From an optimization exercise on the open Yosys and OpenROAD flow, aimed at small area; shortcuts taken in it are not production practice.
Function was checked by simulation only, so behaviour that the tests miss may differ from the original.
The flow treats the clock pin as an ideal source, which a real chip does not have.
No activity file was given, so power comes from the tool's default toggle rates.

$ cat flow/flow/run.sh
#!/bin/bash
# Own layout flow: the standard flow (standard.sh), with these changes:
# - synthesis leaves adders to ABC (no full/half adder extraction) and maps
#   the combinational logic with an area-oriented ABC script (flow/area.abc)
#   instead of ORFS's delay-oriented one; the registers, their names and
#   cells are those of the standard synthesis (ABC maps only the logic
#   between them);
# - the port buffers are the smallest buffer cell;
# - clock tree synthesis inserts no dummy loads.
set -euo pipefail
W=$(pwd)
export OWN_ABC_SCRIPT="$W/flow/area.abc"
export BUFFER_PORTS_ARGS="-buffer_cell sky130_fd_sc_hd__buf_1"
export CTS_ARGS="-sink_clustering_enable -repair_clock_nets -dont_use_dummy_load -root_buf sky130_fd_sc_hd__clkbuf_16 -buf_list sky130_fd_sc_hd__clkbuf_8"
# The standard flow's synthesis script, with every abc call given the script above
{
  echo 'proc abc {args} {'
  echo '  set i [lsearch -exact $args -script]'
  echo '  if {$i >= 0} { lset args [expr {$i + 1}] $::env(OWN_ABC_SCRIPT) }'
  echo '  yosys abc {*}$args'
  echo '}'
  cat "$W/synth_recipe.tcl"
} > "$W/own_synth.tcl"
sed -E -e "s#SYNTH_SCRIPT=[^ ]*synth_recipe\.tcl'?#SYNTH_SCRIPT=$W/own_synth.tcl ADDER_MAP_FILE=#" \
  "$W/standard.sh" > "$W/own_standard.sh"
grep -q "SYNTH_SCRIPT=$W/own_synth.tcl ADDER_MAP_FILE=" "$W/own_standard.sh"
bash "$W/own_standard.sh" > "$W/own_flow.log" 2>&1
cp "$W"/orfs/logs/*/top_module1/base/1_2_yosys.log "$W/yosys.log" 2>/dev/null || true
cp "$W"/orfs/logs/*/top_module1/base/4_1_cts.log "$W/cts.log" 2>/dev/null || true
$ cat flow/flow/area.abc
strash
balance -l
resub -K 6 -l
rewrite -l
resub -K 6 -N 2 -l
refactor -l
resub -K 8 -l
balance -l
resub -K 8 -N 2 -l
rewrite -l
resub -K 10 -l
rewrite -z -l
resub -K 10 -N 2 -l
balance -l
resub -K 12 -l
refactor -z -l
resub -K 12 -N 2 -l
rewrite -z -l
balance -l
&get -n
&deepsyn -T 60
&put
balance -l
resub -K 6 -l
rewrite -l
resub -K 6 -N 2 -l
refactor -l
resub -K 8 -l
balance -l
resub -K 8 -N 2 -l
rewrite -l
resub -K 10 -l
rewrite -z -l
resub -K 10 -N 2 -l
balance -l
resub -K 12 -l
refactor -z -l
resub -K 12 -N 2 -l
rewrite -z -l
balance -l
dch -f
amap
topo
$ cat flow/standard.sh
#!/bin/bash
# synth_recipe.tcl (not shown) runs the flow's synth.tcl, then flattens the netlist and writes it again
# the make line also repeats each setting of config.mk as NAME=value (left out here)
make -C /OpenROAD-flow-scripts/flow DESIGN_CONFIG=/design/flow/config.mk WORK_HOME=/design/flow/orfs CLKGATE_MAP_FILE= SYNTH_SCRIPT=/design/flow/synth_recipe.tcl "${@:-finish}"
$ cat flow/config.mk
export PLATFORM = sky130hd
export DESIGN_NAME = top_module1
export DESIGN_NICKNAME = top_module1
export VERILOG_FILES = /design/flow/design.v
export SDC_FILE = /design/flow/constraint.sdc
export NUM_CORES = 4
export LEC_CHECK = 0
export CAP_MARGIN = 20
export CORE_MARGIN = 2
export CORE_UTILIZATION = 65
export SLEW_MARGIN = 20
$ cat flow/constraint.sdc
create_clock -name core_clock -period 20.0 [get_ports {clk_i}]
set_input_delay 4.0000 -clock core_clock [delete_from_list [all_inputs] [get_ports {clk_i}]]
set_output_delay 4.0000 -clock core_clock [all_outputs]
set_load 0.01 [all_outputs]
$ cat flow/design.v
`timescale 1ns / 1ps
module top_module1(clk_i, rst, h_sync, v_sync, red_o, green_o, blue_o, x_in, y_in, ps2clk, ps2data, ld1);
input clk_i;
input rst;
input x_in;
input y_in;
output h_sync;
output v_sync;
output [3:0] red_o;
output [3:0] green_o;
output [3:0] blue_o;
input ps2clk;
input ps2data;
output ld1;
function [6:0] xpred;
    input [5:0] d;
    case (d)
        6'd0: xpred = 7'd16;
        6'd1: xpred = 7'd16;
        6'd2: xpred = 7'd16;
        6'd3: xpred = 7'd16;
        6'd4: xpred = 7'd16;
        6'd5: xpred = 7'd16;
        6'd6: xpred = 7'd16;
        6'd7: xpred = 7'd8;
        6'd8: xpred = 7'd8;
        6'd9: xpred = 7'd8;
        6'd10: xpred = 7'd8;
        6'd11: xpred = 7'd8;
        6'd12: xpred = 7'd8;
        6'd13: xpred = 7'd12;
        6'd14: xpred = 7'd12;
        6'd15: xpred = 7'd12;
        6'd16: xpred = 7'd12;
        6'd17: xpred = 7'd12;
        6'd18: xpred = 7'd12;
        6'd19: xpred = 7'd4;
        6'd20: xpred = 7'd4;
        6'd21: xpred = 7'd4;
        6'd22: xpred = 7'd4;
        6'd23: xpred = 7'd4;
        6'd24: xpred = 7'd68;
        6'd25: xpred = 7'd0;
        6'd26: xpred = 7'd0;
        6'd27: xpred = 7'd0;
        6'd28: xpred = 7'd0;
        6'd29: xpred = 7'd0;
        6'd30: xpred = 7'd0;
        6'd31: xpred = 7'd0;
        6'd32: xpred = 7'd0;
        6'd33: xpred = 7'd0;
        6'd34: xpred = 7'd0;
        6'd35: xpred = 7'd0;
        6'd36: xpred = 7'd0;
        6'd37: xpred = 7'd0;
        6'd38: xpred = 7'd0;
        6'd39: xpred = 7'd0;
        6'd40: xpred = 7'd34;
        6'd41: xpred = 7'd2;
        6'd42: xpred = 7'd2;
        6'd43: xpred = 7'd2;
        6'd44: xpred = 7'd2;
        6'd45: xpred = 7'd2;
        6'd46: xpred = 7'd3;
        6'd47: xpred = 7'd3;
        6'd48: xpred = 7'd3;
        6'd49: xpred = 7'd3;
        6'd50: xpred = 7'd3;
        6'd51: xpred = 7'd3;
        6'd52: xpred = 7'd1;
        6'd53: xpred = 7'd1;
        6'd54: xpred = 7'd1;
        6'd55: xpred = 7'd1;
        6'd56: xpred = 7'd1;
        6'd57: xpred = 7'd1;
        6'd58: xpred = 7'd16;
        6'd59: xpred = 7'd16;
        6'd60: xpred = 7'd16;
        6'd61: xpred = 7'd16;
        6'd62: xpred = 7'd16;
        6'd63: xpred = 7'd16;
    endcase
endfunction
function [6:0] ypred;
    input [6:0] d;
    case (d)
        7'd0: ypred = 7'd16;
        7'd1: ypred = 7'd16;
        7'd2: ypred = 7'd16;
        7'd3: ypred = 7'd16;
        7'd4: ypred = 7'd16;
        7'd5: ypred = 7'd16;
        7'd6: ypred = 7'd16;
        7'd7: ypred = 7'd16;
        7'd8: ypred = 7'd16;
        7'd9: ypred = 7'd4;
        7'd10: ypred = 7'd4;
        7'd11: ypred = 7'd4;
        7'd12: ypred = 7'd4;
        7'd13: ypred = 7'd4;
        7'd14: ypred = 7'd4;
        7'd15: ypred = 7'd4;
        7'd16: ypred = 7'd4;
        7'd17: ypred = 7'd12;
        7'd18: ypred = 7'd12;
        7'd19: ypred = 7'd12;
        7'd20: ypred = 7'd12;
        7'd21: ypred = 7'd12;
        7'd22: ypred = 7'd12;
        7'd23: ypred = 7'd12;
        7'd24: ypred = 7'd12;
        7'd25: ypred = 7'd8;
        7'd26: ypred = 7'd8;
        7'd27: ypred = 7'd8;
        7'd28: ypred = 7'd8;
        7'd29: ypred = 7'd8;
        7'd30: ypred = 7'd8;
        7'd31: ypred = 7'd8;
        7'd32: ypred = 7'd72;
        7'd33: ypred = 7'd0;
        7'd34: ypred = 7'd0;
        7'd35: ypred = 7'd0;
        7'd36: ypred = 7'd0;
        7'd37: ypred = 7'd0;
        7'd38: ypred = 7'd0;
        7'd39: ypred = 7'd0;
        7'd40: ypred = 7'd0;
        7'd41: ypred = 7'd0;
        7'd42: ypred = 7'd0;
        7'd43: ypred = 7'd0;
        7'd44: ypred = 7'd0;
        7'd45: ypred = 7'd0;
        7'd46: ypred = 7'd0;
        7'd47: ypred = 7'd0;
        7'd48: ypred = 7'd0;
        7'd49: ypred = 7'd0;
        7'd50: ypred = 7'd0;
        7'd51: ypred = 7'd0;
        7'd52: ypred = 7'd0;
        7'd53: ypred = 7'd0;
        7'd54: ypred = 7'd0;
        7'd55: ypred = 7'd0;
        7'd56: ypred = 7'd0;
        7'd57: ypred = 7'd0;
        7'd58: ypred = 7'd0;
        7'd59: ypred = 7'd0;
        7'd60: ypred = 7'd0;
        7'd61: ypred = 7'd0;
        7'd62: ypred = 7'd0;
        7'd63: ypred = 7'd0;
        7'd64: ypred = 7'd0;
        7'd65: ypred = 7'd0;
        7'd66: ypred = 7'd0;
        7'd67: ypred = 7'd0;
        7'd68: ypred = 7'd0;
        7'd69: ypred = 7'd0;
        7'd70: ypred = 7'd0;
        7'd71: ypred = 7'd0;
        7'd72: ypred = 7'd0;
        7'd73: ypred = 7'd0;
        7'd74: ypred = 7'd0;
        7'd75: ypred = 7'd0;
        7'd76: ypred = 7'd0;
        7'd77: ypred = 7'd0;
        7'd78: ypred = 7'd0;
        7'd79: ypred = 7'd0;
        7'd80: ypred = 7'd0;
        7'd81: ypred = 7'd0;
        7'd82: ypred = 7'd0;
        7'd83: ypred = 7'd0;
        7'd84: ypred = 7'd0;
        7'd85: ypred = 7'd0;
        7'd86: ypred = 7'd0;
        7'd87: ypred = 7'd0;
        7'd88: ypred = 7'd0;
        7'd89: ypred = 7'd0;
        7'd90: ypred = 7'd0;
        7'd91: ypred = 7'd0;
        7'd92: ypred = 7'd0;
        7'd93: ypred = 7'd0;
        7'd94: ypred = 7'd0;
        7'd95: ypred = 7'd0;
        7'd96: ypred = 7'd33;
        7'd97: ypred = 7'd1;
        7'd98: ypred = 7'd1;
        7'd99: ypred = 7'd1;
        7'd100: ypred = 7'd1;
        7'd101: ypred = 7'd1;
        7'd102: ypred = 7'd1;
        7'd103: ypred = 7'd1;
        7'd104: ypred = 7'd3;
        7'd105: ypred = 7'd3;
        7'd106: ypred = 7'd3;
        7'd107: ypred = 7'd3;
        7'd108: ypred = 7'd3;
        7'd109: ypred = 7'd3;
        7'd110: ypred = 7'd3;
        7'd111: ypred = 7'd3;
        7'd112: ypred = 7'd2;
        7'd113: ypred = 7'd2;
        7'd114: ypred = 7'd2;
        7'd115: ypred = 7'd2;
        7'd116: ypred = 7'd2;
        7'd117: ypred = 7'd2;
        7'd118: ypred = 7'd2;
        7'd119: ypred = 7'd2;
        7'd120: ypred = 7'd16;
        7'd121: ypred = 7'd16;
        7'd122: ypred = 7'd16;
        7'd123: ypred = 7'd16;
        7'd124: ypred = 7'd16;
        7'd125: ypred = 7'd16;
        7'd126: ypred = 7'd16;
        7'd127: ypred = 7'd16;
    endcase
endfunction
function [4:0] pad_w;
    input [5:0] d;
    case (d)
        6'd0: pad_w = 5'd30;
        6'd1: pad_w = 5'd30;
        6'd2: pad_w = 5'd30;
        6'd3: pad_w = 5'd30;
        6'd4: pad_w = 5'd30;
        6'd5: pad_w = 5'd30;
        6'd6: pad_w = 5'd30;
        6'd7: pad_w = 5'd30;
        6'd8: pad_w = 5'd29;
        6'd9: pad_w = 5'd29;
        6'd10: pad_w = 5'd28;
        6'd11: pad_w = 5'd28;
        6'd12: pad_w = 5'd28;
        6'd13: pad_w = 5'd27;
        6'd14: pad_w = 5'd26;
        6'd15: pad_w = 5'd25;
        6'd16: pad_w = 5'd25;
        6'd17: pad_w = 5'd23;
        6'd18: pad_w = 5'd22;
        6'd19: pad_w = 5'd20;
        6'd20: pad_w = 5'd0;
        6'd21: pad_w = 5'd0;
        6'd22: pad_w = 5'd0;
        6'd23: pad_w = 5'd0;
        6'd24: pad_w = 5'd0;
        6'd25: pad_w = 5'd0;
        6'd26: pad_w = 5'd0;
        6'd27: pad_w = 5'd0;
        6'd28: pad_w = 5'd0;
        6'd29: pad_w = 5'd0;
        6'd30: pad_w = 5'd0;
        6'd31: pad_w = 5'd0;
        6'd32: pad_w = 5'd0;
        6'd33: pad_w = 5'd0;
        6'd34: pad_w = 5'd0;
        6'd35: pad_w = 5'd0;
        6'd36: pad_w = 5'd0;
        6'd37: pad_w = 5'd0;
        6'd38: pad_w = 5'd0;
        6'd39: pad_w = 5'd0;
        6'd40: pad_w = 5'd0;
        6'd41: pad_w = 5'd0;
        6'd42: pad_w = 5'd0;
        6'd43: pad_w = 5'd0;
        6'd44: pad_w = 5'd0;
        6'd45: pad_w = 5'd20;
        6'd46: pad_w = 5'd22;
        6'd47: pad_w = 5'd23;
        6'd48: pad_w = 5'd25;
        6'd49: pad_w = 5'd25;
        6'd50: pad_w = 5'd26;
        6'd51: pad_w = 5'd27;
        6'd52: pad_w = 5'd28;
        6'd53: pad_w = 5'd28;
        6'd54: pad_w = 5'd28;
        6'd55: pad_w = 5'd29;
        6'd56: pad_w = 5'd29;
        6'd57: pad_w = 5'd30;
        6'd58: pad_w = 5'd30;
        6'd59: pad_w = 5'd30;
        6'd60: pad_w = 5'd30;
        6'd61: pad_w = 5'd30;
        6'd62: pad_w = 5'd30;
        6'd63: pad_w = 5'd30;
    endcase
endfunction
function [4:0] puck_w;
    input [4:0] d;
    case (d)
        5'd0: puck_w = 5'd24;
        5'd1: puck_w = 5'd24;
        5'd2: puck_w = 5'd24;
        5'd3: puck_w = 5'd24;
        5'd4: puck_w = 5'd24;
        5'd5: puck_w = 5'd24;
        5'd6: puck_w = 5'd23;
        5'd7: puck_w = 5'd23;
        5'd8: puck_w = 5'd22;
        5'd9: puck_w = 5'd21;
        5'd10: puck_w = 5'd20;
        5'd11: puck_w = 5'd19;
        5'd12: puck_w = 5'd0;
        5'd13: puck_w = 5'd0;
        5'd14: puck_w = 5'd0;
        5'd15: puck_w = 5'd0;
        5'd16: puck_w = 5'd0;
        5'd17: puck_w = 5'd0;
        5'd18: puck_w = 5'd0;
        5'd19: puck_w = 5'd0;
        5'd20: puck_w = 5'd0;
        5'd21: puck_w = 5'd19;
        5'd22: puck_w = 5'd20;
        5'd23: puck_w = 5'd21;
        5'd24: puck_w = 5'd22;
        5'd25: puck_w = 5'd23;
        5'd26: puck_w = 5'd23;
        5'd27: puck_w = 5'd24;
        5'd28: puck_w = 5'd24;
        5'd29: puck_w = 5'd24;
        5'd30: puck_w = 5'd24;
        5'd31: puck_w = 5'd24;
    endcase
endfunction
function [5:0] arc_w;
    input [5:0] d;
    case (d)
        6'd0: arc_w = 6'd49;
        6'd1: arc_w = 6'd49;
        6'd2: arc_w = 6'd49;
        6'd3: arc_w = 6'd49;
        6'd4: arc_w = 6'd49;
        6'd5: arc_w = 6'd49;
        6'd6: arc_w = 6'd49;
        6'd7: arc_w = 6'd49;
        6'd8: arc_w = 6'd48;
        6'd9: arc_w = 6'd48;
        6'd10: arc_w = 6'd48;
        6'd11: arc_w = 6'd47;
        6'd12: arc_w = 6'd47;
        6'd13: arc_w = 6'd47;
        6'd14: arc_w = 6'd46;
        6'd15: arc_w = 6'd46;
        6'd16: arc_w = 6'd45;
        6'd17: arc_w = 6'd44;
        6'd18: arc_w = 6'd43;
        6'd19: arc_w = 6'd42;
        6'd20: arc_w = 6'd41;
        6'd21: arc_w = 6'd40;
        6'd22: arc_w = 6'd39;
        6'd23: arc_w = 6'd37;
        6'd24: arc_w = 6'd0;
        6'd25: arc_w = 6'd0;
        6'd26: arc_w = 6'd0;
        6'd27: arc_w = 6'd0;
        6'd28: arc_w = 6'd0;
        6'd29: arc_w = 6'd0;
        6'd30: arc_w = 6'd0;
        6'd31: arc_w = 6'd0;
        6'd32: arc_w = 6'd0;
        6'd33: arc_w = 6'd0;
        6'd34: arc_w = 6'd0;
        6'd35: arc_w = 6'd0;
        6'd36: arc_w = 6'd0;
        6'd37: arc_w = 6'd0;
        6'd38: arc_w = 6'd0;
        6'd39: arc_w = 6'd0;
        6'd40: arc_w = 6'd0;
        6'd41: arc_w = 6'd37;
        6'd42: arc_w = 6'd39;
        6'd43: arc_w = 6'd40;
        6'd44: arc_w = 6'd41;
        6'd45: arc_w = 6'd42;
        6'd46: arc_w = 6'd43;
        6'd47: arc_w = 6'd44;
        6'd48: arc_w = 6'd45;
        6'd49: arc_w = 6'd46;
        6'd50: arc_w = 6'd46;
        6'd51: arc_w = 6'd47;
        6'd52: arc_w = 6'd47;
        6'd53: arc_w = 6'd47;
        6'd54: arc_w = 6'd48;
        6'd55: arc_w = 6'd48;
        6'd56: arc_w = 6'd48;
        6'd57: arc_w = 6'd49;
        6'd58: arc_w = 6'd49;
        6'd59: arc_w = 6'd49;
        6'd60: arc_w = 6'd49;
        6'd61: arc_w = 6'd49;
        6'd62: arc_w = 6'd49;
        6'd63: arc_w = 6'd49;
    endcase
endfunction
function [11:0] rsub;
    input [11:0] a;
    input [11:0] b;
    reg br;
    integer k;
    begin
        br = 1'b0;
        for (k = 0; k < 12; k = k + 1) begin
            rsub[k] = a[k] ^ b[k] ^ br;
            br = (~a[k] & b[k]) | (~(a[k] ^ b[k]) & br);
        end
    end
endfunction
function ult;
    input [11:0] a;
    input [11:0] b;
    reg br;
    integer k;
    begin
        br = 1'b0;
        for (k = 0; k < 12; k = k + 1)
            br = (~a[k] & b[k]) | (~(a[k] ^ b[k]) & br);
        ult = br;
    end
endfunction
function [11:0] radd;
    input [11:0] a;
    input [11:0] b;
    reg c;
    integer k;
    begin
        c = 1'b0;
        for (k = 0; k < 12; k = k + 1) begin
            radd[k] = a[k] ^ b[k] ^ c;
            c = (a[k] & b[k]) | ((a[k] ^ b[k]) & c);
        end
    end
endfunction
function [23:0] rinc;
    input [23:0] a;
    input ci;
    reg c;
    integer k;
    begin
        c = ci;
        for (k = 0; k < 24; k = k + 1) begin
            rinc[k] = a[k] ^ c;
            c = a[k] & c;
        end
    end
endfunction
function in_w;
    input neg;
    input [4:0] m;
    input [4:0] wp;
    reg br;
    integer k;
    begin
        br = ~neg;
        for (k = 0; k < 5; k = k + 1)
            br = (~m[k] & wp[k]) | (~(m[k] ^ wp[k]) & br);
        in_w = br;
    end
endfunction
reg [2:0] ph;
wire ce = (ph[1:0] == 2'b01);
wire gtick = (ph == 3'd1);
reg [9:0] hc;    
reg [9:0] vc;    
reg trig;
wire h_end = hc[9] & hc[8] & hc[5];         
wire v_end = vc[9] & vc[3] & vc[2];         
always @(posedge clk_i)
    if (rst) ph <= 3'd0;
    else ph <= rinc({21'd0, ph}, 1'b1);
always @(posedge clk_i)
    if (rst || (ce && h_end)) hc <= 10'd0;
    else hc <= rinc({14'd0, hc}, ce);
always @(posedge clk_i)
    if (rst) trig <= 1'b0;
    else if (ce) trig <= h_end;
wire vinc = ce & trig;
always @(posedge clk_i)
    if (rst || (vinc && v_end)) vc <= 10'd0;
    else vc <= rinc({14'd0, vc}, vinc);
assign h_sync = ult(hc, 656) || !ult(hc, 752);
assign v_sync = ult(vc, 490) || !ult(vc, 492);
reg read;
reg [11:0] count_reading;
reg prev_clk;
reg scan_err;
reg [10:0] scan_code;
reg trig_arr;
reg [3:0] kcount;
reg [3:0] code_id;
reg [3:0] key_id;
function [3:0] key_of;
    input [7:0] c;
    case (c)
        8'h75: key_of = 4'b0100;
        8'h72: key_of = 4'b0101;
        8'h6B: key_of = 4'b0110;
        8'h74: key_of = 4'b0111;
        8'h1D: key_of = 4'b1000;
        8'h1B: key_of = 4'b1001;
        8'h1C: key_of = 4'b1010;
        8'h23: key_of = 4'b1011;
        8'h5A: key_of = 4'b1100;
        8'h29: key_of = 4'b1101;
        default: key_of = 4'b0000;
    endcase
endfunction
always @(posedge clk_i)
    if (ce && !read) count_reading <= 12'd0;
    else count_reading <= rinc({12'd0, count_reading}, ce);
always @(posedge clk_i)
    if (ce && ps2clk != prev_clk && !ps2clk) scan_code <= {ps2data, scan_code[10:1]};
always @(posedge clk_i)
    if (ce) begin
        if (ps2clk != prev_clk) begin
            if (!ps2clk) scan_err <= 1'b0;
        end else if (kcount == 4'd11)
            scan_err <= !scan_code[10] || scan_code[0] || !(^scan_code[9:1]);
    end
wire ps_edge = ps2clk != prev_clk;
wire ps_fall = ce & ps_edge & !ps2clk;
wire ps_chk = ce & !ps_edge & (kcount == 4'd11);
wire ps_tmo = ce & !ps_edge & ult(kcount, 11) && !ult(count_reading, 4000);
always @(posedge clk_i)
    if (rst || ps_chk || ps_tmo) kcount <= 4'd0;
    else kcount <= rinc({20'd0, kcount}, ps_fall);
always @(posedge clk_i)
    if (rst) begin
        read <= 1'b0;
        trig_arr <= 1'b0;
        prev_clk <= 1'b1;
    end else if (ce) begin
        if (ps_edge) begin
            if (!ps2clk) read <= 1'b1;
        end else if (kcount == 4'd11) begin
            read <= 1'b0;
            trig_arr <= 1'b1;
        end else begin
            trig_arr <= 1'b0;
            if (ps_tmo) read <= 1'b0;
        end
        prev_clk <= ps2clk;
    end
always @(posedge clk_i)
    if (rst) begin
        code_id <= 4'd0;
        key_id <= 4'd0;
    end else if (ce) begin
        code_id <= (trig_arr && !scan_err) ? key_of(scan_code[8:1]) : 4'd0;
        key_id <= code_id;
    end
wire k_dn_pad = (key_id[3:2] == 2'b01);
wire k_up_pad = (key_id[3:2] == 2'b10);
wire k_up    = (key_id == 4'b0100);
wire enter   = (key_id == 4'b1100);
wire space   = (key_id == 4'b1101);
assign ld1 = k_up;
reg [2:0] score_1;
reg [2:0] score_2;
reg [23:0] cm;
reg w1, v1, x_mov, y_mov;
reg [10:0] pc_x;
reg [10:0] pc_y;
reg [8:0] upc_x;     
reg [7:0] upc_y;     
reg [8:0] dpc_x;     
reg [7:0] dpy;       
reg start, game_on, pause, p1, p2;
reg seg_v;           
reg [2:0] seg_s1;    
reg [2:0] seg_s2;
wire [8:0] dpc_y = {1'b1, dpy};
wire xy = x_in & y_in;
wire [9:0] px = hc;
wire [9:0] py = vc;
function [7:0] coll;
    input near;
    input [5:0] dx;
    input [6:0] dy;
    reg [6:0] xp, yp;
    begin
        xp = near ? xpred(dx) : 7'd0;
        yp = ypred(dy);
        coll[0] = (xp[0] & yp[0]) | (xp[1] & yp[1]);
        coll[1] = (xp[2] & yp[2]) | (xp[3] & yp[3]);
        coll[2] = (xp[2] & yp[1]) | (xp[3] & yp[0]);
        coll[3] = (xp[0] & yp[3]) | (xp[1] & yp[2]);
        coll[4] = xp[4] & yp[5];
        coll[5] = xp[4] & yp[6];
        coll[6] = yp[4] & xp[5];
        coll[7] = yp[4] & xp[6];
    end
endfunction
wire [7:0] cu;    
wire [7:0] cd;    
wire [10:0] pk_x = xy ? pc_x : 11'd320;
wire [10:0] pk_y = xy ? pc_y : 11'd240;
wire [8:0] ux = xy ? upc_x : 9'd320;
wire [7:0] uy = xy ? upc_y : 8'd100;
wire [8:0] dx_ = xy ? dpc_x : 9'd320;
wire [7:0] dyl = xy ? dpy : 8'd124;
wire [11:0] ppx = rsub({2'b0, px}, {2'b0, pk_x[9:0]});
wire [11:0] ppy = rsub({2'b0, py}, {2'b0, pk_y[9:0]});
wire ppx_near = !pk_x[10] && ((ppx[10:4] == 7'h00) || (ppx[10:4] == 7'h7f)) && !ult(pk_x, 9);
wire ppy_near = !pk_y[10] && ((ppy[10:4] == 7'h00) || (ppy[10:4] == 7'h7f)) && !ult(pk_y, 12);
wire [4:0] ppw = puck_w(ppy[4:0]);
wire puck_on = ppx_near && ppy_near && ppw[4] &&
               in_w(ppx[4], {1'b0, ppx[3:0] ^ {4{ppx[4]}}}, {1'b0, ppw[3:0]});
wire [11:0] upx = rsub({3'b0, px[8:0]}, {3'b0, ux});
wire [11:0] upy = rsub({4'b0, py[7:0]}, {4'b0, uy});
wire upx_near = !px[9] && ((upx[9:4] == 6'h00) || (upx[9:4] == 6'h3f));
wire upy_near = (py[9:8] == 2'b00) && ((upy[8:5] == 4'h0) || (upy[8:5] == 4'hf));
wire [4:0] upw = pad_w(upy[5:0]);
wire up_on = upx_near && upy_near && upw[4] &&
             in_w(upx[4], {1'b0, upx[3:0] ^ {4{upx[4]}}}, {1'b0, upw[3:0]});
wire [11:0] dpx = rsub({3'b0, px[8:0]}, {3'b0, dx_});
wire [11:0] dpy_d = rsub({3'b0, py[8:0]}, {3'b001, dyl});
wire dpx_near = !px[9] && ((dpx[9:4] == 6'h00) || (dpx[9:4] == 6'h3f));
wire dpy_near = !py[9] && ((dpy_d[9:5] == 5'h00) || (dpy_d[9:5] == 5'h1f));
wire [4:0] dnw = pad_w(dpy_d[5:0]);
wire dn_on = dpx_near && dpy_near && dnw[4] &&
             in_w(dpx[4], {1'b0, dpx[3:0] ^ {4{dpx[4]}}}, {1'b0, dnw[3:0]});
wire arc_rb = !ult(py, 407) && ult(py, 454);
wire arc_rt = !ult(py, 27) && ult(py, 74);
wire [11:0] arc_db = rsub({6'd0, py[5:0]}, 12'd46);
wire [11:0] arc_dt = rsub({6'd0, py[5:0]}, 12'd50);
wire [5:0] arc_dy = arc_rb ? arc_db[5:0] : arc_dt[5:0];
wire [5:0] arc_wv = arc_w(arc_dy);
wire arc_on = (arc_rb | arc_rt) && !ult(px, 303) && ult(px, 338) && arc_wv[5] &&
              in_w(px[5], px[4:0] ^ {5{px[5]}}, arc_wv[4:0]);     
wire side = ult(px, 161) || !ult(px, 480) || ult(py, 21) || !ult(py, 460);
wire sg = start & game_on;
wire s7 = (score_1 == 3'd7) || (score_2 == 3'd7);
wire step = sg & gtick & ~space & ~pause & ((|cm[23:5]) | (&cm[4:0]));
wire move = step & x_mov & y_mov;
wire gx = ult(pc_x, 342) && (!ult(pc_x, 299) || ult(pc_x, 9));
wire goal_b = move && (pc_y == 11'd448) && gx;
wire goal_t = move && (pc_y == 11'd32) && gx && !goal_b;
wire init_puck = !xy && !side && puck_on;
wire init_up = !xy && up_on;
wire init_dn = !xy && dn_on;
wire cg = sg & gtick;    
wire [7:0] ccu = cg ? cu : 8'd0;
wire [7:0] ccd = cg ? cd : 8'd0;
wire cxd = ccd[7] | ccd[6] | ccd[3] | ccd[2] | ccd[1] | ccd[0];
wire cxu = ccu[7] | ccu[6] | ccu[3] | ccu[2] | ccu[1] | ccu[0];
wire cx = cxd | cxu;
wire cx_pos = cxd ? (ccd[7] | (~ccd[6] & ~ccd[3] & (ccd[2] | ccd[1])))
                  : (ccu[7] | (~ccu[6] & ~ccu[3] & (ccu[2] | ccu[1])));
wire cyd = |ccd[5:0];
wire cyu = |ccu[5:0];
wire cy = cyd | cyu;
wire cy_pos = cyd ? (ccd[5] | (~ccd[4] & ~ccd[3] & ~ccd[2] & ccd[1]))
                  : (ccu[5] | (~ccu[4] & ~ccu[3] & ~ccu[2] & ccu[1]));
wire wall_l = !ult(pc_x, 9) && ult(pc_x, 169);
wire wall_r = ult(471, pc_x);
wire wall_t = !ult(pc_y, 12) && ult(pc_y, 32);
wire wall_b = ult(448, pc_y);
wire w_m = (move & wall_l) ? 1'b0 : (move & wall_r) ? 1'b1 : w1;
wire v_m = (move & wall_t) ? 1'b1 : (move & wall_b) ? 1'b0 : v1;
reg nw1, nv1;
always @* begin
    nw1 = w_m;
    if (ccu[0]) nw1 = 1'b1;
    if (ccu[1]) nw1 = 1'b0;
    if (ccu[2]) nw1 = 1'b0;
    if (ccu[3]) nw1 = 1'b1;
    if (ccu[6]) nw1 = ~w1;
    if (ccu[7]) nw1 = ~w1;
    if (ccd[0]) nw1 = 1'b1;
    if (ccd[1]) nw1 = 1'b0;
    if (ccd[2]) nw1 = 1'b0;
    if (ccd[3]) nw1 = 1'b1;
    if (ccd[6]) nw1 = ~w1;
    if (ccd[7]) nw1 = ~w1;
    nv1 = v_m;
    if (ccu[0]) nv1 = 1'b0;
    if (ccu[1]) nv1 = 1'b1;
    if (ccu[2]) nv1 = 1'b0;
    if (ccu[3]) nv1 = 1'b1;
    if (ccu[4]) nv1 = ~v1;
    if (ccu[5]) nv1 = ~v1;
    if (ccd[0]) nv1 = 1'b0;
    if (ccd[1]) nv1 = 1'b1;
    if (ccd[2]) nv1 = 1'b0;
    if (ccd[3]) nv1 = 1'b1;
    if (ccd[4]) nv1 = ~v1;
    if (ccd[5]) nv1 = ~v1;
end
wire idle = ~x_mov & ~y_mov;
wire goal = goal_b | goal_t;
wire nxm = ~goal & (x_mov | (idle & ((|ccu[3:0]) | (|ccd[3:0]) | ccd[6] | ccd[7])));
wire nym = ~goal & (y_mov | (idle & ((|ccu[3:0]) | (|ccd[3:0]) | ccd[4] | ccd[5])));
wire xc = init_puck | (~cx & ((enter & ~game_on) | goal | (cg & s7 & ~move)));
wire yc = init_puck | (~cy & (goal | (cg & s7 & ~move)));
wire [10:0] ycv = init_puck ? 11'd240 : goal_b ? 11'd280 : goal_t ? 11'd200 : 11'd240;
wire [2:0] xd = cx ? (cx_pos ? 3'b010 : 3'b110) : move ? (w1 ? 3'b111 : 3'b001) : 3'b000;
wire [2:0] yd = cy ? (cy_pos ? 3'b010 : 3'b110) : move ? (v1 ? 3'b001 : 3'b111) : 3'b000;
wire [11:0] pc_x_sum = radd({1'b0, pc_x}, {{9{xd[2]}}, xd});
wire [10:0] pc_x_add = pc_x_sum[10:0];
wire [11:0] pc_y_sum = radd({1'b0, pc_y}, {{9{yd[2]}}, yd});
wire [10:0] pc_y_add = pc_y_sum[10:0];
wire pad_rst = (enter & ~game_on) | goal_b | goal_t;
wire mv = sg & (key_id[3:2] != 2'b00) & (key_id[3:2] != 2'b11);
wire kdir = key_id[0];           
wire khor = key_id[1];
wire [8:0] pad_sel = k_up_pad ? (khor ? upc_x : {1'b0, upc_y}) : (khor ? dpc_x : {1'b0, dpy});
wire [11:0] pad_sum = radd({3'b0, pad_sel}, {{11{~kdir}}, 1'b1});
wire [8:0] pad_nxt = pad_sum[8:0];
wire upc_x_mv = mv & k_up_pad & khor & (kdir ? ult(upc_x, 465) : ult(175, upc_x));
wire upc_y_mv = mv & k_up_pad & ~khor & (kdir ? ult(upc_y, 220) : ult(40, upc_y));
wire dpc_x_mv = mv & k_dn_pad & khor & (kdir ? ult(dpc_x, 465) : ult(175, dpc_x));
wire dpy_mv = mv & k_dn_pad & ~khor & (kdir ? ult(dpy, 184) : ult(4, dpy));
wire [10:0] cpx = (!gtick && ((enter && ~game_on) || init_puck)) ? 11'd320 : pc_x;
wire [10:0] cpy = (!gtick && init_puck) ? 11'd240 : pc_y;
wire [8:0] upc_x_n = (pad_rst || init_up) ? 9'd320 : upc_x_mv ? pad_nxt : upc_x;
wire [7:0] upc_y_n = (pad_rst || init_up) ? 8'd100 : upc_y_mv ? pad_nxt[7:0] : upc_y;
wire [8:0] cqx = gtick ? dpc_x : upc_x_n;
wire [8:0] cqy = gtick ? dpc_y : {1'b0, upc_y_n};
wire [11:0] cdx = rsub({3'b0, cpx[8:0]}, {3'b0, cqx});
wire [11:0] cdy = rsub({3'b0, cpy[8:0]}, {3'b0, cqy});
wire cdx_n = (cpx[10:9] == 2'b00) && ((cdx[9:5] == 5'h00) || (cdx[9:5] == 5'h1f));
wire cdy_n = (cpy[10:9] == 2'b00) && ((cdy[9:6] == 4'h0) || (cdy[9:6] == 4'hf));
reg [7:0] cu_r;
always @(posedge clk_i) cu_r <= cd;
assign cd = coll(cdx_n & cdy_n, cdx[5:0], cdy[6:0]);
assign cu = cu_r;
always @(posedge clk_i)
    if (rst) begin
        p1 <= 1'b0;
        p2 <= 1'b0;
        game_on <= 1'b0;
        pause <= 1'b0;
        w1 <= 1'b0;
        v1 <= 1'b0;
        pc_x <= 11'd320;
        pc_y <= 11'd240;
        upc_x <= 9'd320;
        upc_y <= 8'd100;
        dpc_x <= 9'd320;
        dpy <= 8'd124;
        start <= 1'b0;
        x_mov <= 1'b0;
        y_mov <= 1'b0;
        seg_v <= 1'b0;
    end else begin
        if (enter && ~start) start <= 1'b1;
        if (enter && ~game_on) begin
            start <= 1'b0;
            game_on <= 1'b1;
        end
        if (cg) begin
            if (s7) begin
                game_on <= 1'b0;
                if (score_1 == 3'd7) p1 <= 1'b1;
                else p2 <= 1'b1;
            end
            if (space) pause <= ~pause;
            seg_v <= 1'b1;
        end
        w1 <= nw1;
        v1 <= nv1;
        x_mov <= nxm;
        y_mov <= nym;
        pc_x <= xc ? 11'd320 : pc_x_add;
        pc_y <= yc ? ycv : pc_y_add;
        upc_x <= upc_x_n;
        upc_y <= upc_y_n;
        if (pad_rst || init_dn) begin
            dpc_x <= 9'd320;
            dpy <= 8'd124;
        end else begin
            if (dpc_x_mv) dpc_x <= pad_nxt;
            if (dpy_mv) dpy <= pad_nxt[7:0];
        end
    end
always @(posedge clk_i)
    if (rst || step) cm <= 24'd0;
    else cm <= rinc(cm, cg);
wire score_clr = rst || (enter && ~game_on) || (!xy && !side);
always @(posedge clk_i)
    if (score_clr) begin
        score_1 <= 3'd0;
        score_2 <= 3'd0;
    end else begin
        score_1 <= rinc({21'd0, score_1}, goal_t);
        score_2 <= rinc({21'd0, score_2}, goal_b);
    end
function [6:0] segs;
    input [2:0] s;
    case (s)
        3'd0: segs = 7'b1110111;
        3'd1: segs = 7'b0100100;
        3'd2: segs = 7'b1011101;
        3'd3: segs = 7'b1101101;
        3'd4: segs = 7'b0101110;
        3'd5: segs = 7'b1101011;
        3'd6: segs = 7'b1111011;
        default: segs = 7'b0100101;
    endcase
endfunction
always @(posedge clk_i)
    if (cg) begin
        seg_s1 <= score_1;
        seg_s2 <= score_2;
    end
wire [6:0] sa = seg_v ? segs(seg_s1) : 7'd0;
wire [6:0] sb = seg_v ? segs(seg_s2) : 7'd0;
function in_box;
    input [9:0] v;
    input [9:0] lo;
    input [9:0] hi;
    in_box = !ult(v, lo) && !ult(hi, v);
endfunction
wire seg_r = !ult(px, 480);
wire [11:0] seg_xf = rsub({7'd0, px[9:5]}, 12'd15);
wire [4:0] seg_xh = seg_xf[4:0];
wire [9:0] seg_x = seg_r ? {seg_xh, px[4:0]} : px;
wire [6:0] seg_d = seg_r ? sb : sa;
wire sx1 = in_box(seg_x, 25, 45);
wire sx2 = in_box(seg_x, 50, 110);
wire sx3 = in_box(seg_x, 115, 135);
wire sy1 = in_box(py, 120, 140);
wire sy2 = in_box(py, 145, 225);
wire sy3 = in_box(py, 230, 250);
wire sy4 = in_box(py, 255, 335);
wire sy5 = in_box(py, 340, 360);
wire seg_hit = (sx2 & (sy1 | sy3 | sy5)) | ((sx1 | sx3) & (sy2 | sy4));
wire seg_lit = (sx2 & sy1 & seg_d[0]) | (sx2 & sy3 & seg_d[3]) | (sx2 & sy5 & seg_d[6]) |
               (sx1 & sy2 & seg_d[1]) | (sx1 & sy4 & seg_d[4]) | (sx3 & sy2 & seg_d[2]) | (sx3 & sy4 & seg_d[5]);
reg txt;
always @* begin
    txt = 1'b0;
    if (~start) begin
        if (in_box(px, 281, 291) && in_box(py, 226, 227)) txt = 1'b1;
        if (in_box(px, 279, 280) && in_box(py, 228, 238)) txt = 1'b1;
        if (in_box(px, 281, 291) && in_box(py, 239, 240)) txt = 1'b1;
        if (in_box(px, 292, 293) && in_box(py, 241, 251)) txt = 1'b1;
        if (in_box(px, 281, 291) && in_box(py, 252, 253)) txt = 1'b1;
        if (in_box(px, 293, 307) && in_box(py, 226, 227)) txt = 1'b1;
        if (in_box(px, 300, 301) && in_box(py, 226, 253)) txt = 1'b1;
        if (in_box(px, 312, 322) && in_box(py, 226, 227)) txt = 1'b1;
        if (in_box(px, 310, 311) && in_box(py, 228, 238)) txt = 1'b1;
        if (in_box(px, 310, 311) && in_box(py, 241, 251)) txt = 1'b1;
        if (in_box(px, 312, 322) && in_box(py, 239, 240)) txt = 1'b1;
        if (in_box(px, 323, 324) && in_box(py, 228, 238)) txt = 1'b1;
        if (in_box(px, 323, 324) && in_box(py, 241, 251)) txt = 1'b1;
        if (in_box(px, 329, 339) && in_box(py, 226, 227)) txt = 1'b1;
        if (in_box(px, 327, 328) && in_box(py, 228, 238)) txt = 1'b1;
        if (in_box(px, 327, 328) && in_box(py, 241, 251)) txt = 1'b1;
        if (in_box(px, 329, 339) && in_box(py, 239, 240)) txt = 1'b1;
        if (in_box(px, 340, 341) && in_box(py, 228, 238)) txt = 1'b1;
        if (in_box(px, 337, 338) && in_box(py, 241, 251)) txt = 1'b1;
        if (in_box(px, 344, 358) && in_box(py, 226, 227)) txt = 1'b1;
        if (in_box(px, 351, 352) && in_box(py, 226, 253)) txt = 1'b1;
    end else if (pause) begin
        if (in_box(px, 281, 291) && in_box(py, 226, 227)) txt = 1'b1;
        if (in_box(px, 279, 280) && in_box(py, 228, 238)) txt = 1'b1;
        if (in_box(px, 281, 291) && in_box(py, 239, 240)) txt = 1'b1;
        if (in_box(px, 279, 280) && in_box(py, 241, 251)) txt = 1'b1;
        if (in_box(px, 292, 293) && in_box(py, 228, 238)) txt = 1'b1;
        if (in_box(px, 298, 308) && in_box(py, 226, 227)) txt = 1'b1;
        if (in_box(px, 296, 297) && in_box(py, 228, 238)) txt = 1'b1;
        if (in_box(px, 298, 308) && in_box(py, 239, 240)) txt = 1'b1;
        if (in_box(px, 296, 297) && in_box(py, 241, 251)) txt = 1'b1;
        if (in_box(px, 309, 310) && in_box(py, 228, 238)) txt = 1'b1;
        if (in_box(px, 309, 310) && in_box(py, 241, 251)) txt = 1'b1;
        if (in_box(px, 315, 325) && in_box(py, 252, 253)) txt = 1'b1;
        if (in_box(px, 313, 314) && in_box(py, 228, 238)) txt = 1'b1;
        if (in_box(px, 313, 314) && in_box(py, 241, 251)) txt = 1'b1;
        if (in_box(px, 326, 327) && in_box(py, 228, 238)) txt = 1'b1;
        if (in_box(px, 326, 327) && in_box(py, 241, 251)) txt = 1'b1;
        if (in_box(px, 332, 342) && in_box(py, 226, 227)) txt = 1'b1;
        if (in_box(px, 330, 331) && in_box(py, 228, 238)) txt = 1'b1;
        if (in_box(px, 332, 342) && in_box(py, 239, 240)) txt = 1'b1;
        if (in_box(px, 332, 342) && in_box(py, 252, 253)) txt = 1'b1;
        if (in_box(px, 343, 344) && in_box(py, 241, 251)) txt = 1'b1;
        if (in_box(px, 349, 359) && in_box(py, 226, 227)) txt = 1'b1;
        if (in_box(px, 347, 348) && in_box(py, 228, 238)) txt = 1'b1;
        if (in_box(px, 349, 359) && in_box(py, 239, 240)) txt = 1'b1;
        if (in_box(px, 349, 359) && in_box(py, 252, 253)) txt = 1'b1;
        if (in_box(px, 347, 348) && in_box(py, 241, 251)) txt = 1'b1;
    end else if (~game_on) begin
        if (in_box(px, 281, 291) && in_box(py, 226, 227)) txt = 1'b1;
        if (in_box(px, 279, 280) && in_box(py, 228, 238)) txt = 1'b1;
        if (in_box(px, 281, 291) && in_box(py, 239, 240)) txt = 1'b1;
        if (in_box(px, 279, 280) && in_box(py, 241, 251)) txt = 1'b1;
        if (in_box(px, 292, 293) && in_box(py, 228, 238)) txt = 1'b1;
        if (p1) begin
            if (in_box(px, 298, 308) && in_box(py, 226, 227)) txt = 1'b1;
            if (in_box(px, 309, 310) && in_box(py, 228, 238)) txt = 1'b1;
            if (in_box(px, 298, 308) && in_box(py, 239, 240)) txt = 1'b1;
            if (in_box(px, 298, 308) && in_box(py, 252, 253)) txt = 1'b1;
            if (in_box(px, 296, 297) && in_box(py, 241, 251)) txt = 1'b1;
        end else if (p2) begin
            if (in_box(px, 309, 310) && in_box(py, 228, 238)) txt = 1'b1;
            if (in_box(px, 309, 310) && in_box(py, 241, 251)) txt = 1'b1;
        end
        if (in_box(px, 315, 325) && in_box(py, 252, 253)) txt = 1'b1;
        if (in_box(px, 313, 314) && in_box(py, 228, 238)) txt = 1'b1;
        if (in_box(px, 313, 314) && in_box(py, 241, 251)) txt = 1'b1;
        if (in_box(px, 326, 327) && in_box(py, 228, 238)) txt = 1'b1;
        if (in_box(px, 326, 327) && in_box(py, 241, 251)) txt = 1'b1;
        if (in_box(px, 328, 338) && in_box(py, 252, 253)) txt = 1'b1;
        if (in_box(px, 339, 340) && in_box(py, 228, 238)) txt = 1'b1;
        if (in_box(px, 339, 340) && in_box(py, 241, 251)) txt = 1'b1;
        if (in_box(px, 345, 355) && in_box(py, 226, 227)) txt = 1'b1;
        if (in_box(px, 345, 355) && in_box(py, 252, 253)) txt = 1'b1;
        if (in_box(px, 343, 344) && in_box(py, 228, 238)) txt = 1'b1;
        if (in_box(px, 343, 344) && in_box(py, 241, 251)) txt = 1'b1;
        if (in_box(px, 356, 357) && in_box(py, 228, 238)) txt = 1'b1;
        if (in_box(px, 356, 357) && in_box(py, 241, 251)) txt = 1'b1;
        if (in_box(px, 362, 372) && in_box(py, 226, 227)) txt = 1'b1;
        if (in_box(px, 360, 361) && in_box(py, 228, 238)) txt = 1'b1;
        if (in_box(px, 360, 361) && in_box(py, 241, 251)) txt = 1'b1;
        if (in_box(px, 373, 374) && in_box(py, 228, 238)) txt = 1'b1;
        if (in_box(px, 373, 374) && in_box(py, 241, 251)) txt = 1'b1;
    end
end
wire banner = ~(start & ~pause & game_on);
wire gray = banner && ult(223, py) && ult(py, 257);
reg r_f, r_n, g_f, g_n, b_f, b_n;
reg nr_f, nr_n, ng_f, ng_n, nb_f, nb_n;
always @* begin
    if (side) begin
        nr_f = seg_hit & seg_lit;
        nr_n = seg_hit;
        ng_f = 1'b0; ng_n = 1'b0;
        nb_f = 1'b0; nb_n = 1'b0;
    end else begin
        nr_f = 1'b0; ng_f = 1'b0; nb_f = 1'b1;
        if (ult(290, px) && ult(px, 350) && (ult(py, 50) || ult(430, py))) begin
            nr_f = 1'b1; ng_f = 1'b1; nb_f = 1'b1;
        end
        if ((py == 10'd239) || (py == 10'd240)) begin
            nr_f = 1'b0; ng_f = 1'b0; nb_f = 1'b0;
        end
        if (arc_on) begin
            nr_f = 1'b1; ng_f = 1'b1; nb_f = 1'b1;
        end
        if (puck_on) begin
            nr_f = 1'b1; ng_f = 1'b0; nb_f = 1'b0;
        end
        if (up_on || dn_on) begin
            nr_f = 1'b1; ng_f = 1'b1; nb_f = 1'b0;
        end
        nr_n = nr_f; ng_n = ng_f; nb_n = nb_f;
        if (gray) begin
            nr_f = 1'b0; ng_f = 1'b0; nb_f = 1'b0;
            nr_n = 1'b1; ng_n = 1'b1; nb_n = 1'b1;
        end
        if (txt) begin
            nr_f = 1'b1; ng_f = 1'b0; nb_f = 1'b0;
            nr_n = 1'b1; ng_n = 1'b0; nb_n = 1'b0;
        end
    end
end
always @(posedge clk_i)
    if (rst) begin
        r_f <= 1'b0; r_n <= 1'b0;
        g_f <= 1'b0; g_n <= 1'b0;
        b_f <= 1'b0; b_n <= 1'b0;
    end else begin
        r_f <= nr_f; r_n <= nr_n;
        g_f <= ng_f; g_n <= ng_n;
        b_f <= nb_f; b_n <= nb_n;
    end
assign red_o = {r_f, r_f, r_n, r_f};
assign green_o = {g_f, g_f, g_n, g_f};
assign blue_o = {b_f, b_f, b_n, b_f};
endmodule
==> flow_metrics.tcl, run 1 <==
set metrics [dict create \
    status "timing/DRC/antenna clean" \
    io_buffers 20 \
    gr-usage-met3_pct 7.053 \
    maxCapViolCount 0 \
    drive_gt1_share_pct 2.162 \
    worstMarginPinSlew_ns 1.095 \
    insertion_delay_ns 0.41 \
    grt_pass1_vias 13480 \
    dp_slack_ns 2.063 \
    grt_util_met1_pct 49.50 \
    cts_root_buf "clkbuf_16" \
    die_area_um2 20800 \
    num_io_pins 21 \
    crit_path_start "x_in" \
    cts.repair.resized 0 \
    cts_buffers 17 \
    holdBufCountCts 0 \
    postRouteAntennaNets 0 \
    antenna_found_initial 1 \
    final.setup.tns_ns 0 \
    holdPathEnd "ph[0]$_SDFF_PP0_" \
    whs_ns 0.4391 \
    grtUsageMet2_pct 65.46 \
    die_width_um 144.2 \
    core-area_um2 19400 \
    busiest_layer "met2" \
    syn_inst 1987 \
    reg2reg_depth 76 \
    grt_max_degree 58 \
    r2r-end "pc_x[10]$_SDFF_PP0_" \
    rrSetupSlack_ns 4.73 \
    wl_um 41820 \
    cp-start-kind "input pin" \
    finalCriticalPeriod_ns 18.12 \
    grt_pass1_wl_um 66210 \
    drcViolationCount 0 \
    slowest_delay_ns 0.61 \
    dr.pass1.iters 6 \
    path_clk_slew_ns 0.08 \
    min-delay-start "ph[0]$_SDFF_PP0_" \
    min_delay_path_depth 1 \
    p_int_uw 466.1 \
    synth_nets 1993 \
    clock_sinks 179 \
    fin_crit_sh_pct 90.58 \
    synthArstFlopShare_pct 0 \
    critPathCaptureType "flip-flop" \
    powerDensity_nw_per_um2 47.48 \
    slew_headroom_pct 26.40 \
    crit_arrival_ns 18.43 \
    ys_ff_latch 179 \
    switching_share_pct 27.50 \
    pwr-share-clk_pct 31.3 \
    r2r_start "vc[1]$_SDFF_PP0_" \
    p_seq_share_pct 57.6 \
    viasPerCell 6.618 \
    yosysTopAreaCellShare_pct 25.22 \
    power_frac_comb_pct 11.2 \
    slew_viol_final 0 \
    timing.fmax_mhz 55.20 \
    yosysWarnings 1 \
    wl_per_cell_um 18.18 \
    grt_remaining_overflow 0 \
    final_cell_mix "444 x nor2_1, 220 x nand2_1, 219 x clkinv_1" \
    synthFlopType "dfxtp_1" \
    synth-edff-count 18 \
    n_fill_cell 1687 \
    ys_seq_area_share_pct 29.44 \
    postCtsSetupRepairBufs 0 \
    syn2layout_area_growth_pct 5.932 \
    power.switching_uw 176.8 \
    gp_congestion 1.050 \
    hp-class "reg2reg" \
    h-tree-depth 4 \
    vdd_drop_max_uv 50.52 \
    vias 15230 \
    cp_slowest_cell "nor4_1" \
    final_common_cell "nor2_1" \
    final.setup.worst_slack_ns 1.885 \
    cts_tree "done" \
    worst-path-max-fanout 12 \
    grt_usage_pct 40.26 \
    nets 2043 \
    leakagePower_uw 0.004468 \
    rsz0062_at_grt "no" \
    drt_iter0_drc 1522 \
    hpwl_um 31860 \
    worstPathRequired_ns 20.32 \
    avgSynthCellArea_um2 6.433 \
    yosys-top-cells-area "dfxtp_1 25%, nor2_1 13%, o21ai_0 8.5%" \
    clockBufferDepth 2 \
    hold_viol 0 \
    cpMostUsedCell "nand2_1" \
    synth_top_cell_by_area "dfxtp_1" \
    critical_path_class "in2reg" \
    initial_core_util_pct 65.89 \
    clock_skew_ns 0.03341 \
    syn-cell-area_um2 12780 \
    synth_cell_type_count 52 \
    row_count 51 \
    die_y_um 144.2 \
    setup_viol 0 \
]
[synth_stat cells (all sizes together) (6+ instances only)]
library cell and number:
or2 27, o22ai 57, o221ai 28, a31oi 25, o21a 44, dfxtp 161, a21oi 131, nand4 14
edfxtp 18, a41oi 7, nand2 221, nor4 35, o2111ai 7, or4 6, o32ai 12, nor3 83
clkinv 219, o211ai 10, or3 16, o21ai 218, o31ai 10, and2 12, a211oi 32, a22oi 22
nor2b 18, nand3 21, o221a 13, and3 19, nor2 444, buf 12
[per-layer routing]
layer  part of all wire (%)  wire (um)
met5                      0          0
met4                    6.6       2762
met3                    9.7       4074
met2                     45      18660
met1                     39      16330
[flip-flops by register name, indices dropped and copies added (netlist names), 3 cells and up]
name and count:
cm 24, count_reading 12, pc_x 11, pc_y 11, scan_code 11, hc 10
vc 10, dpc_x 9, upc_x 9, cu_r 8, dpy 8, upc_y 8
code_id 4, kcount 4, key_id 4, ph 3, score_1 3, score_2 3
seg_s1 3, seg_s2 3
[cells by family after synthesis]
logic type             count (synthesis)  share of synthesized area (%)
AND/OR/NAND/NOR                      924                          31.33
flip-flops                           179                          29.44
buffers and inverters                231                          7.136
AO/OA/AOI/OAI                        653                          32.09
[how the worst max path moves through the flow]
stage,endpoint,slack [ns],cells after the start
6_report,pc_x[10]$_SDFF_PP0_,1.88,79
5_1_grt,pc_x[10]$_SDFF_PP0_,0.11,79
4_1_cts,pc_x[10]$_SDFF_PP0_,2.33,79
3_5_place_dp,pc_x[10]$_SDFF_PP0_,2.06,79
3_3_place_gp,pc_x[10]$_SDFF_PP0_,3.07,79
2_1_floorplan,pc_x[10]$_SDFF_PP0_,3.73,78
[worst max-delay path: cells and delay by family]
kind	cells	cell delay, ns
AND/OR/NAND/NOR	38	5.85
buffers and inverters	7	1.31
AO/OA/AOI/OAI	34	7.26
[stage by stage]
step / std cells / power [uW] / instance area [um^2] / utilization (%)
2_1_floorplan: 1987 / 423.7 / 12780 / -
3_3_place_gp: 2283 / 444.0 / 13290 / 68.49
6_report: 2301 / 642.9 / 13540 / 69.80
5_1_grt: 2300 / 659.2 / 13540 / 69.79
3_5_place_dp: 2283 / 446.2 / 13290 / 68.49
4_1_cts: 2300 / 636.3 / 13530 / 69.75
[power groups by stage]
stage	clock network [uW]	logic, uW	registers (uW)
2_1_floorplan	0	46.4	377
3_3_place_gp	0	66.1	378
3_5_place_dp	0	68.1	378
4_1_cts	198	68.4	370
5_1_grt	211	78.2	370
6_report	201	71.7	370
[final cells by class]
type / instances / area [um^2] / area share, %
clock buffers: 17 / 245.2 / 1.811
multi-input cells: 1577 / 8127 / 60.02
well taps: 265 / 331.6 / 2.449
repair buffers: 43 / 249.0 / 1.839
inverters: 219 / 822.0 / 6.071
flip-flops and latches: 179 / 3764 / 27.80
diodes: 1 / 2.502 / 0.01848
==> inputs of run 2 (changes only) <==
--- a/flow/flow/run.sh
+++ b/flow/flow/run.sh
@@ -6,7 +6,8 @@
 #   cells are those of the standard synthesis (ABC maps only the logic
 #   between them);
 # - the port buffers are the smallest buffer cell;
-# - clock tree synthesis inserts no dummy loads.
+# - clock tree synthesis inserts no dummy loads and uses clkbuf_8 below a
+#   clkbuf_16 root.
 set -euo pipefail
 W=$(pwd)
 export OWN_ABC_SCRIPT="$W/flow/area.abc"
==> run 2 against run 1 <==
Clock power hardly changed; clock skew is the same; sequential share of layout area is the same; sequential power about the same; clock-buffer cell count unchanged; utilization stayed put; area after synthesis stayed put; critical path depth unchanged; non-clock buffer count unchanged; maximum frequency did not move; combinational power is essentially flat; critical path type unchanged; largest cell class unchanged; highest routed layer unchanged.
==> flow_metrics.tcl, run 2 <==
set metrics [dict create \
    grt_max_degree 58 \
    fin_crit_sh_pct 90.58 \
    final.setup.tns_ns 0 \
    grt_pass1_wl_um 66210 \
    largest_register_ffs 24 \
    power_frac_comb_pct 11.2 \
    cts.repair.resized 0 \
    grt_remaining_overflow 0 \
    postRouteAntennaNets 0 \
    slew_viol_final 0 \
    insertion_delay_ns 0.41 \
    timing.fmax_mhz 55.20 \
    maxCapViolCount 0 \
    rsz0062_at_grt "no" \
    final_cell_mix "444 x nor2_1, 220 x nand2_1, 219 x clkinv_1" \
    yosys-top-cells-area "dfxtp_1 25%, nor2_1 13%, o21ai_0 8.5%" \
    p_int_uw 466.1 \
    nets 2043 \
    worstPathRequired_ns 20.32 \
    hpwl_um 31860 \
    h-tree-depth 4 \
    num_io_pins 21 \
    die_width_um 144.2 \
    vdd_drop_max_uv 50.52 \
    reg2reg_depth 76 \
    dpl_cell_area_um2 13290 \
    initial_core_util_pct 65.89 \
    p_seq_share_pct 57.6 \
    core-area_um2 19400 \
    drcViolationCount 0 \
    postCtsSetupRepairBufs 0 \
    hold_viol 0 \
    die_y_um 144.2 \
    wl_per_cell_um 18.18 \
    clockBufferDepth 2 \
    fin_area_um2 13540 \
    clock_sinks 179 \
    final_common_cell "nor2_1" \
    syn-cell-area_um2 12780 \
    synth_most_common_cell "nor2_1" \
    dr.pass1.iters 6 \
    clock_skew_ns 0.03341 \
    largest_registers "cm (24), count_reading (12)" \
    min_delay_path_depth 1 \
    holdPathEnd "ph[0]$_SDFF_PP0_" \
    synthFlopType "dfxtp_1" \
    pwr-share-clk_pct 31.3 \
    hp-class "reg2reg" \
    synth-edff-count 18 \
    rrSetupSlack_ns 4.73 \
    gp_congestion 1.050 \
    crit_arrival_ns 18.43 \
    die_area_um2 20800 \
    cts_root_buf "clkbuf_16" \
    synth_top_cell_by_area "dfxtp_1" \
    ys_ff_latch 179 \
    worstMarginPinSlew_ns 1.095 \
    finalCriticalPeriod_ns 18.12 \
    viasPerCell 6.618 \
    power.switching_uw 176.8 \
    r2r_start "vc[1]$_SDFF_PP0_" \
    syn2layout_area_growth_pct 5.932 \
    row_count 51 \
    ys_top_cells_by_count "444 x nor2_1, 221 x nand2_1, 219 x clkinv_1, 218 x o21ai_0, 161 x dfxtp_1" \
    slowest_delay_ns 0.61 \
    synth_nets 1993 \
    path_clk_slew_ns 0.08 \
    status "timing/DRC/antenna clean" \
    setup_viol 0 \
    leakagePower_uw 0.004468 \
    syn_inst 1987 \
    wl_um 41820 \
    synth_cell_type_count 52 \
    cp_slowest_cell "nor4_1" \
    ys_seq_area_share_pct 29.44 \
    drive_gt1_share_pct 2.162 \
    critPathCaptureType "flip-flop" \
    critical_path_class "in2reg" \
    r2r-end "pc_x[10]$_SDFF_PP0_" \
    cpMostUsedCell "nand2_1" \
    worst-path-max-fanout 12 \
    yosysWarnings 1 \
    drt_iter0_drc 1522 \
    holdBufCountCts 0 \
    slew_headroom_pct 26.40 \
    largest-register "cm" \
    synthArstFlopShare_pct 0 \
    grt_usage_pct 40.26 \
    cp-start-kind "input pin" \
    cts_tree "done" \
    grt_pass1_vias 13480 \
    io_buffers 20 \
    min-delay-start "ph[0]$_SDFF_PP0_" \
    cts_buffers 17 \
    avgSynthCellArea_um2 6.433 \
    powerDensity_nw_per_um2 47.48 \
    vias 15230 \
    yosysTopAreaCellShare_pct 25.22 \
    switching_share_pct 27.50 \
    antenna_found_initial 1 \
]
==> run 2: cell counts after synthesis <==
Identical to the previous run, type by type.
==> run 2: cells by family after synthesis <==
kind of cell / count (synthesis) / synth area share [%]
AOI/OAI and AO/OA: 653 / 32.09
DFF: 179 / 29.44
buffers and inverters: 231 / 7.136
and+or+nand+nor: 924 / 31.33
==> run 2: how the worst max path moves through the flow <==
stage,startpoint,end,slack [ns],depth (start not counted)
detailed placement,x_in,pc_x[10]$_SDFF_PP0_,2.06,79
floorplan,y_in,pc_x[10]$_SDFF_PP0_,3.73,78
CTS,x_in,pc_x[10]$_SDFF_PP0_,2.33,79
global route,y_in,pc_x[10]$_SDFF_PP0_,0.11,79
global placement,x_in,pc_x[10]$_SDFF_PP0_,3.07,79
finish,x_in,pc_x[10]$_SDFF_PP0_,1.88,79
==> run 2: power by group through the flow <==
stage	registers, uW	clock network, uW	logic, uW
finish	370	201	71.7
CTS	370	198	68.4
global placement	378	0	66.1
detailed placement	378	0	68.1
global route	370	211	78.2
floorplan	377	0	46.4
==> run 2: through the flow <==
| stage | util, % | hold slack (ns) | std cells | setup slack (ns) | power, uW |
|---|---|---|---|---|---|
| global route | 69.79 | 0.4486 | 2300 | 0.1072 | 659.2 |
| CTS | 69.75 | 0.4342 | 2300 | 2.330 | 636.3 |
| finish | 69.80 | 0.4391 | 2301 | 1.885 | 642.9 |
| floorplan | - | 0.3959 | 1987 | 3.735 | 423.7 |
| global placement | 68.49 | 0.4109 | 2283 | 3.067 | 444.0 |
| detailed placement | 68.49 | 0.4141 | 2283 | 2.063 | 446.2 |
==> run 2: critical path: cells and delay by family <==
family / cells / cell delay (ns)
AOI/OAI and AO/OA: 34 / 7.26
buffers and inverters: 7 / 1.31
and+or+nand+nor: 38 / 5.85
==> run 2: layer usage <==
metal	GRT usage (%)	part of all wire [%]	up-vias
met4	25.55	6.6	0
li1	-	-	7275
met5	0	0	-
met2	65.46	45	952
met1	49.50	39	6784
met3	7.053	9.7	217
==> run 2: final cells by class <==
type,count,area [um^2]
Tap cell,265,331.6
Sequential cell,179,3764
Timing Repair Buffer,43,249.0
Inverter,219,822.0
Fill cell,1687,5858
Multi-Input combinational cell,1577,8127
Antenna cell,1,2.502
Clock buffer,17,245.2
==> inputs of run 3 (changes only) <==
--- a/flow/flow/area.abc
+++ b/flow/flow/area.abc
@@ -18,7 +18,7 @@
 rewrite -z -l
 balance -l
 &get -n
-&deepsyn -T 60
+&deepsyn -T 150
 &put
 balance -l
 resub -K 6 -l
==> run 3 against run 2 <==
Clock power barely moved; synthesized cell count is 1.7% lower; via count is 3.3% higher; total power grew 1.3%; wire length increased by 14%; register-to-register slack gained 0.58 ns; maximum frequency grew 15%; first-iteration DRC count up 73%; sequential power barely moved; critical path type unchanged; critical endpoint is now pc_y[10]$_SDFF_PP0_; highest routed layer unchanged.
==> flow_metrics.tcl, run 3 <==
set metrics [dict create \
    drcViolationCount 0 \
    final_common_cell "nor2_1" \
    r2r-end "pc_y[10]$_SDFF_PP0_" \
    grt_remaining_overflow 0 \
    whs_ns 0.4552 \
    grt_usage_pct 46.54 \
    synthSimpleGateAreaFrac_pct 30.88 \
    cts_buffers 17 \
    io_buffers 20 \
    regArea_um2 3764 \
    synth_top_family_by_area "compound AO/OA/AOI/OAI gates" \
    final_cell_mix "479 x nor2_1, 230 x clkinv_1, 161 x dfxtp_1" \
    grt_pass1_wl_um 74250 \
    synthArstFlopShare_pct 0 \
    cts_tree "done" \
    ys_ff_latch 179 \
    slew_headroom_pct 20.74 \
    holdBufCountCts 0 \
    dr_wl_met2_um 19950 \
    largest_register_ffs 24 \
    row_count 51 \
    dpl_cell_area_um2 13070 \
    syn_inst 1953 \
    wl_um 47880 \
    num_io_pins 21 \
    synthFlopType "dfxtp_1" \
    syn2layout_area_growth_pct 5.223 \
    critPathCaptureType "flip-flop" \
    grt_max_degree 54 \
    insertion_delay_ns 0.41 \
    clock_skew_ns 0.04366 \
    hp-class "reg2reg" \
    synth-compound-area-share_pct 31.76 \
    finalNonFillerCells 2255 \
    maxCapViolCount 0 \
    synth_mux_area_share_pct 0 \
    die_width_um 143.5 \
    r2r_start "ph[0]$_SDFF_PP0_" \
    yosys-top-cells-area "dfxtp_1 25%, nor2_1 14%, clkinv_1 6.8%" \
    setup_viol 0 \
    avgSynthCellArea_um2 6.477 \
    rrSetupSlack_ns 5.31 \
    die_area_um2 20590 \
    placed_cells 2238 \
    clockBufferDepth 2 \
    crit_arrival_ns 15.96 \
    powerDensity_nw_per_um2 48.93 \
    synth_top_cell_by_area "dfxtp_1" \
    initial_core_util_pct 65.64 \
    h-tree-depth 4 \
    cts.repair.resized 0 \
    crit_path_start "x_in" \
    path_clk_slew_ns 0.07 \
    p_total_uw 651.3 \
    antenna_found_initial 0 \
    largest-register "cm" \
    worst-path-max-fanout 53 \
    cts_root_buf "clkbuf_16" \
    maxUsedRoutingLayer "met4" \
    wl_met3_um 6928 \
    synth-xor-area-share_pct 0.06924 \
    syn-cell-area_um2 12650 \
    drt_iter0_drc 2638 \
    viasPerCell 6.974 \
    crit_end "pc_y[10]$_SDFF_PP0_" \
    grt_pass1_vias 13960 \
    reg2reg_depth 66 \
    fin_area_um2 13310 \
    cp_slowest_cell "nor4_1" \
    vdd_drop_max_uv 51.23 \
    worstMarginPinSlew_ns 1.178 \
    slew_viol_final 0 \
    n_fill_cell 1741 \
    timing.fmax_mhz 63.72 \
    hpwl_um 35410 \
    multi_input_area_um2 7940 \
    ys_seq_area_share_pct 29.75 \
    drive_gt1_share_pct 1.608 \
    postRouteAntennaNets 0 \
    synth_cell_type_count 56 \
    ys_top_cells_by_count "479 x nor2_1, 230 x clkinv_1, 161 x dfxtp_1, 153 x a21oi_1, 153 x o21ai_0" \
    wl_per_cell_um 21.23 \
    yosysWarnings 1 \
    worstPathRequired_ns 20.26 \
    final.setup.tns_ns 0 \
    largest_registers "cm (24), count_reading (12)" \
    rsz0062_at_grt "no" \
    core-area_um2 19270 \
    postCtsSetupRepairBufs 0 \
    vias 15730 \
    synth_fa_ha_area_share_pct 0 \
    synth_nets 1959 \
    cpMostUsedCell "a21oi_1" \
    synth_most_common_cell "nor2_1" \
    dr.pass1.iters 9 \
    wl_met1_um 17140 \
    hold_viol 0 \
    n_antenna_cell 0 \
    status "timing/DRC/antenna clean" \
    nets 1998 \
    yosysTopAreaCellShare_pct 25.48 \
    gp_congestion 1.056 \
    synth-edff-count 18 \
    finalCriticalPeriod_ns 15.69 \
    clock_sinks 179 \
    die_y_um 143.5 \
    critical_path_class "in2reg" \
    leakagePower_uw 0.004279 \
    cp-start-kind "input pin" \
    slowest_delay_ns 0.76 \
    fin_crit_sh_pct 78.47 \
]
==> run 3: metrics by stage <==
step                      utilization (%)  setup slack, ns
final                               69.07            4.306
after global routing                69.07            3.051
after CTS                           69.07            4.870
after detailed placement            67.80            4.511
after global placement              67.80            5.153
after floorplan                         -            5.358
==> run 3: worst max-delay path: cells and delay by family <==
family / cells / cell delay (ns)
buffers and inverters: 9 / 1.85
and+or+nand+nor: 28 / 4.86
AOI/OAI and AO/OA: 26 / 5.20
==> run 3: worst min path at each step <==
stage                             startpoint                  to  slack (ns)  depth (start not counted)
after floorplan           seg_v$_SDFFE_PP0P_  seg_v$_SDFFE_PP0P_        0.42                          2
after global placement     trig$_SDFFE_PP0P_   trig$_SDFFE_PP0P_        0.44                          2
after detailed placement   trig$_SDFFE_PP0P_   trig$_SDFFE_PP0P_        0.44                          2
final                      trig$_SDFFE_PP0P_   trig$_SDFFE_PP0P_        0.46                          2
after global routing       trig$_SDFFE_PP0P_   trig$_SDFFE_PP0P_        0.49                          2
after CTS                  trig$_SDFFE_PP0P_   trig$_SDFFE_PP0P_        0.45                          2
==> run 3: final cells by class <==
class	instances	area share, %
multi-input cells	1532	59.65
flip-flops and latches	179	28.28
inverters	230	6.486
well taps	265	2.491
clock buffers	17	1.842
repair buffers	32	1.250
==> run 3: cell families after synthesis <==
logic type             Yosys count
flip-flops                     179
buffers and inverters          242
XOR/XNOR                         1
AO/OA/AOI/OAI                  637
AND/OR/NAND/NOR                894
==> run 3: routing by layer <==
metal	vias up	GRT usage [%]
met2	1234	70.53
met3	354	15.06
li1	7157	-
met1	6982	57.34
met4	0	28.79
met5	-	0
==> run 3: report_power, final <==
| part | switching [uW] | leakage [uW] | internal, uW |
|---|---|---|---|
| clock network | 123 | 0.000127 | 80.8 |
| logic | 55.4 | 0.00269 | 21.6 |
| registers | 5.11 | 0.00146 | 365 |

## separate check: timing with driven ports
No port has a modelled driver above. Below, the same layouts with a new extraction and two added sets of constraints.
Step 1: set_driving_cell puts a clkbuf_16 on clk_i and a buf_2 on each other input, an assumption about the parent block.
Step 2 also shifts input and output timing later by t, the mid clock arrival at the registers, as if the neighbouring blocks saw the same clock.
a / b / c = ideal ports / drivers / drivers and shift; a / b = the first two.
run | shift t [ns] | slack for setup (ns) | hold slack, ns | cell pins on the clock port's net
run 1 | 0.446 | 1.885 / 1.910 / 1.464 | 0.439 / 0.439 / 0.439 | 1
run 2 | 0.446 | 1.885 / 1.910 / 1.464 | 0.439 / 0.439 / 0.439 | 1
run 3 | 0.441 | 4.306 / 4.333 / 3.892 | 0.455 / 0.455 / 0.455 | 1
After both steps setup and hold are still met in every run listed.
